What follows belongs to an exercise in optimizing a design on an open flow for small area, a short achievable clock period and few clock cycles; a production flow would make more cautious choices.
Function was checked by simulation only, so behaviour that the tests miss may differ from the original.
Power is estimated from default activity; no workload was simulated.

==> job 6610: inputs <==
## systolic_4x4
module systolic_4x4 (
    input logic go,
    input logic clk,
    input logic reset,
    output logic done,
    output logic [4:0] t0_addr0,
    input logic [31:0] t0_read_data,
    output logic [4:0] t1_addr0,
    input logic [31:0] t1_read_data,
    output logic [4:0] t2_addr0,
    input logic [31:0] t2_read_data,
    output logic [4:0] t3_addr0,
    input logic [31:0] t3_read_data,
    output logic [4:0] l0_addr0,
    input logic [31:0] l0_read_data,
    output logic [4:0] l1_addr0,
    input logic [31:0] l1_read_data,
    output logic [4:0] l2_addr0,
    input logic [31:0] l2_read_data,
    output logic [4:0] l3_addr0,
    input logic [31:0] l3_read_data,
    output logic [4:0] out_mem_addr0,
    output logic [4:0] out_mem_addr1,
    output logic [31:0] out_mem_write_data,
    output logic out_mem_write_en
);
  localparam int LAT = 2;
  localparam int D = 2;
  localparam int LAST = 67 + D + LAT;
  logic [6:0] cnt;
  logic [3:0] l_addr;
  logic [3:0] t_addr [4];
  logic [1:0] row;           
  logic [31:0] lr [4+D-1];
  logic [31:0] lr3 [1:4];    
  logic [9:0] t_s1 [4];
  logic [9:0] t_s2 [4];
  logic [9:0] t_s3 [4];
  logic [9:0] t_s4 [4];
  logic [9:0] t_neg [4];
  logic [1:0] t_e [4];
  logic [3:0] first;
  logic [31:0] acc_s [4];    
  logic [31:0] acc_c [4];
  logic [31:0] ns [4];
  logic [31:0] nc [4];
  logic [3:0] fin;           
  logic [1:0] wr_row;
  logic [1:0] wr_col;
  logic [31:0] wr_data;
  logic wr_en;
  logic done_r;
  always_ff @(posedge clk) begin
    if (reset) begin
      cnt <= '0;
      l_addr <= '0;
      row <= '0;
      for (int j = 0; j < 4; j++) t_addr[j] <= 4'(-(j + D - 1));
      first <= '0;
      fin <= '0;
      wr_en <= 1'b0;
      done_r <= 1'b0;
    end else if (go) begin
      if (cnt != LAST) cnt <= cnt + 7'd1;
      l_addr <= l_addr + 4'd1;
      if (l_addr == 4'd15) row <= row + 2'd1;
      for (int j = 0; j < 4; j++) t_addr[j] <= t_addr[j] + 4'd1;
      for (int j = 0; j < 4; j++)
        first[j] <= (t_addr[j] == 4'(LAT - 1)) && (cnt >= 7'(j + D + LAT - 2)) && (cnt <= 7'(j + D + LAT + 46));
      for (int j = 0; j < 4; j++)
  ...
clock: 10.0 ns
lec_check: 0
abc_area: 1
cap_margin: 20
core_margin: 2
core_utilization: 50
cts_cluster_diameter: 100
cts_cluster_size: 20
place_density: 0.6
slew_margin: 20
standard.sh (not shown) runs the stock make flow with config.mk's settings and CLKGATE_MAP_FILE= SYNTH_SCRIPT=/design/flow/synth_recipe.tcl, a recipe that flattens the netlist after the stock synthesis.
==> flow/flow/run.sh <==
#!/bin/bash
# The standard layout, with timing repair aiming for a setup slack of
# MARGIN ns at the design's clock period (so the repair works on paths the
# 10 ns constraint alone would leave untouched), and the port buffers made
# with buf_2 cells.
set -euo pipefail
MARGIN=6.75
bash standard.sh SETUP_SLACK_MARGIN=$MARGIN \
  "BUFFER_PORTS_ARGS=-buffer_cell sky130_fd_sc_hd__buf_2" finish > standard_finish.log 2>&1
==> job 3691 (differences from job 6610) <==
--- a/flow/flow/run.sh
+++ b/flow/flow/run.sh
@@ -5,5 +5,5 @@
 # with buf_2 cells.
 set -euo pipefail
-MARGIN=6.75
+MARGIN=6.9
 bash standard.sh SETUP_SLACK_MARGIN=$MARGIN \
   "BUFFER_PORTS_ARGS=-buffer_cell sky130_fd_sc_hd__buf_2" finish > standard_finish.log 2>&1
==> comparison table <==
|  | job 3691 | job 6610 |
|---|---|---|
| Flop+latch power | 0.00896 W | 0.00893 W |
| First DRT Iteration DRCs | 9729 | 9409 |
| Met2 global-route usage | 0.586 | 0.582 |
| Power in combinational cells | 0.0151 W | 0.0147 W |
| Number of antenna violations at the first check in global routing | 35 | 30 |
| Comb power frac | 0.552 | 0.545 |
| Share of layout cells above drive strength 1 | 0.127 | 0.103 |
| Share of cell area taken by flip-flops and latches | 0.295 | 0.300 |
| Highest Clock Rate | 304 MHz | 304 MHz |
| Post-route non-filler standard cell count | 10700 | 10700 |
| Ant. Diodes | 23 | 18 |
| Psw | 0.0129 W | 0.0127 W |
| Leak | 38.6 nW | 38.1 nW |
| Int Pwr | 0.0145 W | 0.0143 W |
| Result of the run | complete, no violations | complete, no violations |
| Final Instance Area | 85800 sq um | 84100 sq um |
| End of the worst register-to-register path | wr_data[16] | g_mac[0].u_mac.p1[78] |
| Detailed-route via count | 66100 | 65300 |
| Clock power share | 0.122 | 0.124 |
| Post-route fraction of the period consumed by the critical path | 0.329 | 0.329 |
| Setup slack on the worst flop-to-flop path | 6860 ps | 6760 ps |
Testbench counts of job 6610, summed over its fixed seeds: cycles 3,456.
Testbench counts of job 3691, summed over its fixed seeds: cycles 3,456.


==> trial 4: inputs <==
Another version of the RTL of systolic_4x4 (not shown whole).
// systolic_4x4
module systolic_4x4 (
    input logic go,
    input logic clk,
    input logic reset,
    output logic done,
    output logic [4:0] t0_addr0,
    input logic [31:0] t0_read_data,
    output logic [4:0] t1_addr0,
    input logic [31:0] t1_read_data,
    output logic [4:0] t2_addr0,
    input logic [31:0] t2_read_data,
    output logic [4:0] t3_addr0,
    input logic [31:0] t3_read_data,
    output logic [4:0] l0_addr0,
    input logic [31:0] l0_read_data,
    output logic [4:0] l1_addr0,
    input logic [31:0] l1_read_data,
    output logic [4:0] l2_addr0,
    input logic [31:0] l2_read_data,
    output logic [4:0] l3_addr0,
    input logic [31:0] l3_read_data,
    output logic [4:0] out_mem_addr0,
    output logic [4:0] out_mem_addr1,
    output logic [31:0] out_mem_write_data,
    output logic out_mem_write_en
);
==> flow/config.mk <==
export PLATFORM = sky130hd
export DESIGN_NAME = systolic_4x4
export DESIGN_NICKNAME = systolic_4x4
export VERILOG_FILES = /design/flow/design.v
export SDC_FILE = /design/flow/constraint.sdc
export NUM_CORES = 4
export LEC_CHECK = 0
export ABC_AREA = 1
export CAP_MARGIN = 20
export CORE_MARGIN = 2
export CORE_UTILIZATION = 50
export CTS_CLUSTER_DIAMETER = 100
export CTS_CLUSTER_SIZE = 20
export PLACE_DENSITY = 0.6
export SLEW_MARGIN = 20
==> flow/constraint.sdc <==
create_clock -name core_clock -period 10.0 [get_ports {clk}]
set_input_delay 2.0000 -clock core_clock [delete_from_list [all_inputs] [get_ports {clk}]]
set_output_delay 2.0000 -clock core_clock [all_outputs]
set_load 0.01 [all_outputs]
==> flow/flow/run.sh <==
#!/bin/bash
# The standard layout, with timing repair aiming for a setup slack of
# MARGIN ns at the design's clock period (so the repair works on paths the
# 10 ns constraint alone would leave untouched), and the port buffers made
# with buf_2 cells.
set -euo pipefail
MARGIN=6.7
bash standard.sh SETUP_SLACK_MARGIN=$MARGIN \
  "BUFFER_PORTS_ARGS=-buffer_cell sky130_fd_sc_hd__buf_2" finish > standard_finish.log 2>&1
==> build 74: changes against trial 4 <==
==> flow/flow/run.sh (replaced) <==
#!/bin/bash
# The standard layout, with timing repair aiming for a setup slack of
# MARGIN ns at the design's clock period (so the repair works on paths the
# 10 ns constraint alone would leave untouched).
set -euo pipefail
MARGIN=6.5
bash standard.sh SETUP_SLACK_MARGIN=$MARGIN finish > standard_finish.log 2>&1
- CORE_UTILIZATION: 50 -> 65
- CTS_CLUSTER_DIAMETER: 100 -> not set
- CTS_CLUSTER_SIZE: 20 -> not set
- PLACE_DENSITY: 0.6 -> 0.72
==> build 58: changes against trial 4 <==
==> flow/flow/run.sh (replaced) <==
#!/bin/bash
# The standard layout, with timing repair aiming for a setup slack of
# MARGIN ns at the design's clock period (so the repair works on paths the
# 10 ns constraint alone would leave untouched).
set -euo pipefail
MARGIN=6.5
bash standard.sh SETUP_SLACK_MARGIN=$MARGIN finish > standard_finish.log 2>&1
- CTS_CLUSTER_DIAMETER: 100 -> not set
- CTS_CLUSTER_SIZE: 20 -> not set
==> notes <==
In flip-flop and latch count, build 74 and trial 4 do not differ. Between build 58 and build 74, the lower routed wire length is in build 74 (gap about 9%, measured against build 74). Against trial 4, the hold slack of build 74 is higher by 0.026 ns. Critical path depth: build 58 is higher than build 74 (1). Against build 74, the power of build 58 is larger by 1.4%. Between build 74 and build 58, the lower first-iteration DRC count is in build 58 (gap 38%, measured against build 58). Synthesized cell count is the same in trial 4 and build 74. Global-route usage: trial 4 is lower than build 58 (1.1 points). The lowest sequential share of layout area belongs to build 58, the highest to trial 4. In synthesized area, build 58 and trial 4 do not differ. Non-clock buffer count, lowest first: build 74, build 58, trial 4.
Testbench counts of trial 4, summed over its fixed seeds: cycles 3,408.
Testbench counts of build 74, summed over its fixed seeds: cycles 3,408.
Testbench counts of build 58, summed over its fixed seeds: cycles 3,408.

-- afterwards: timing with drivers on the ports --
No port has a modelled driver above. Below, the same layouts with a new extraction and two added sets of constraints.
Step 1 (the two cells are an assumption about what drives the block):
set clk [get_ports {clk}]
set_driving_cell -lib_cell sky130_fd_sc_hd__clkbuf_16 $clk
set_driving_cell -lib_cell sky130_fd_sc_hd__buf_2 [delete_from_list [all_inputs] $clk]
Step 2 also shifts input and output timing later by t, the mid clock arrival at the registers, as if the neighbouring blocks saw the same clock.
Three values: ideal, step 1, step 2; two values: the first two.
run	shift t [ns]	slack for setup (ns)	clock arrival spread, ns	worst slew at a driven data input, ns
job 6610	0.809	6.706 / 6.612 / 6.197	0.041 / 0.041	0.09
job 3691	0.811	6.710 / 6.617 / 6.365	0.041 / 0.040	0.09
trial 4	0.790	6.691 / 6.638 / 6.195	0.038 / 0.039	0.14
build 74	0.840	6.422 / 6.421 / 5.946	0.064 / 0.065	0.13
build 58	0.858	6.533 / 6.458 / 6.021	0.032 / 0.032	0.18
After both steps setup and hold are still met in every run listed. The setup slack of build 58, which loses most, moves by -0.075 ns with the drivers and by -0.512 ns with both steps.
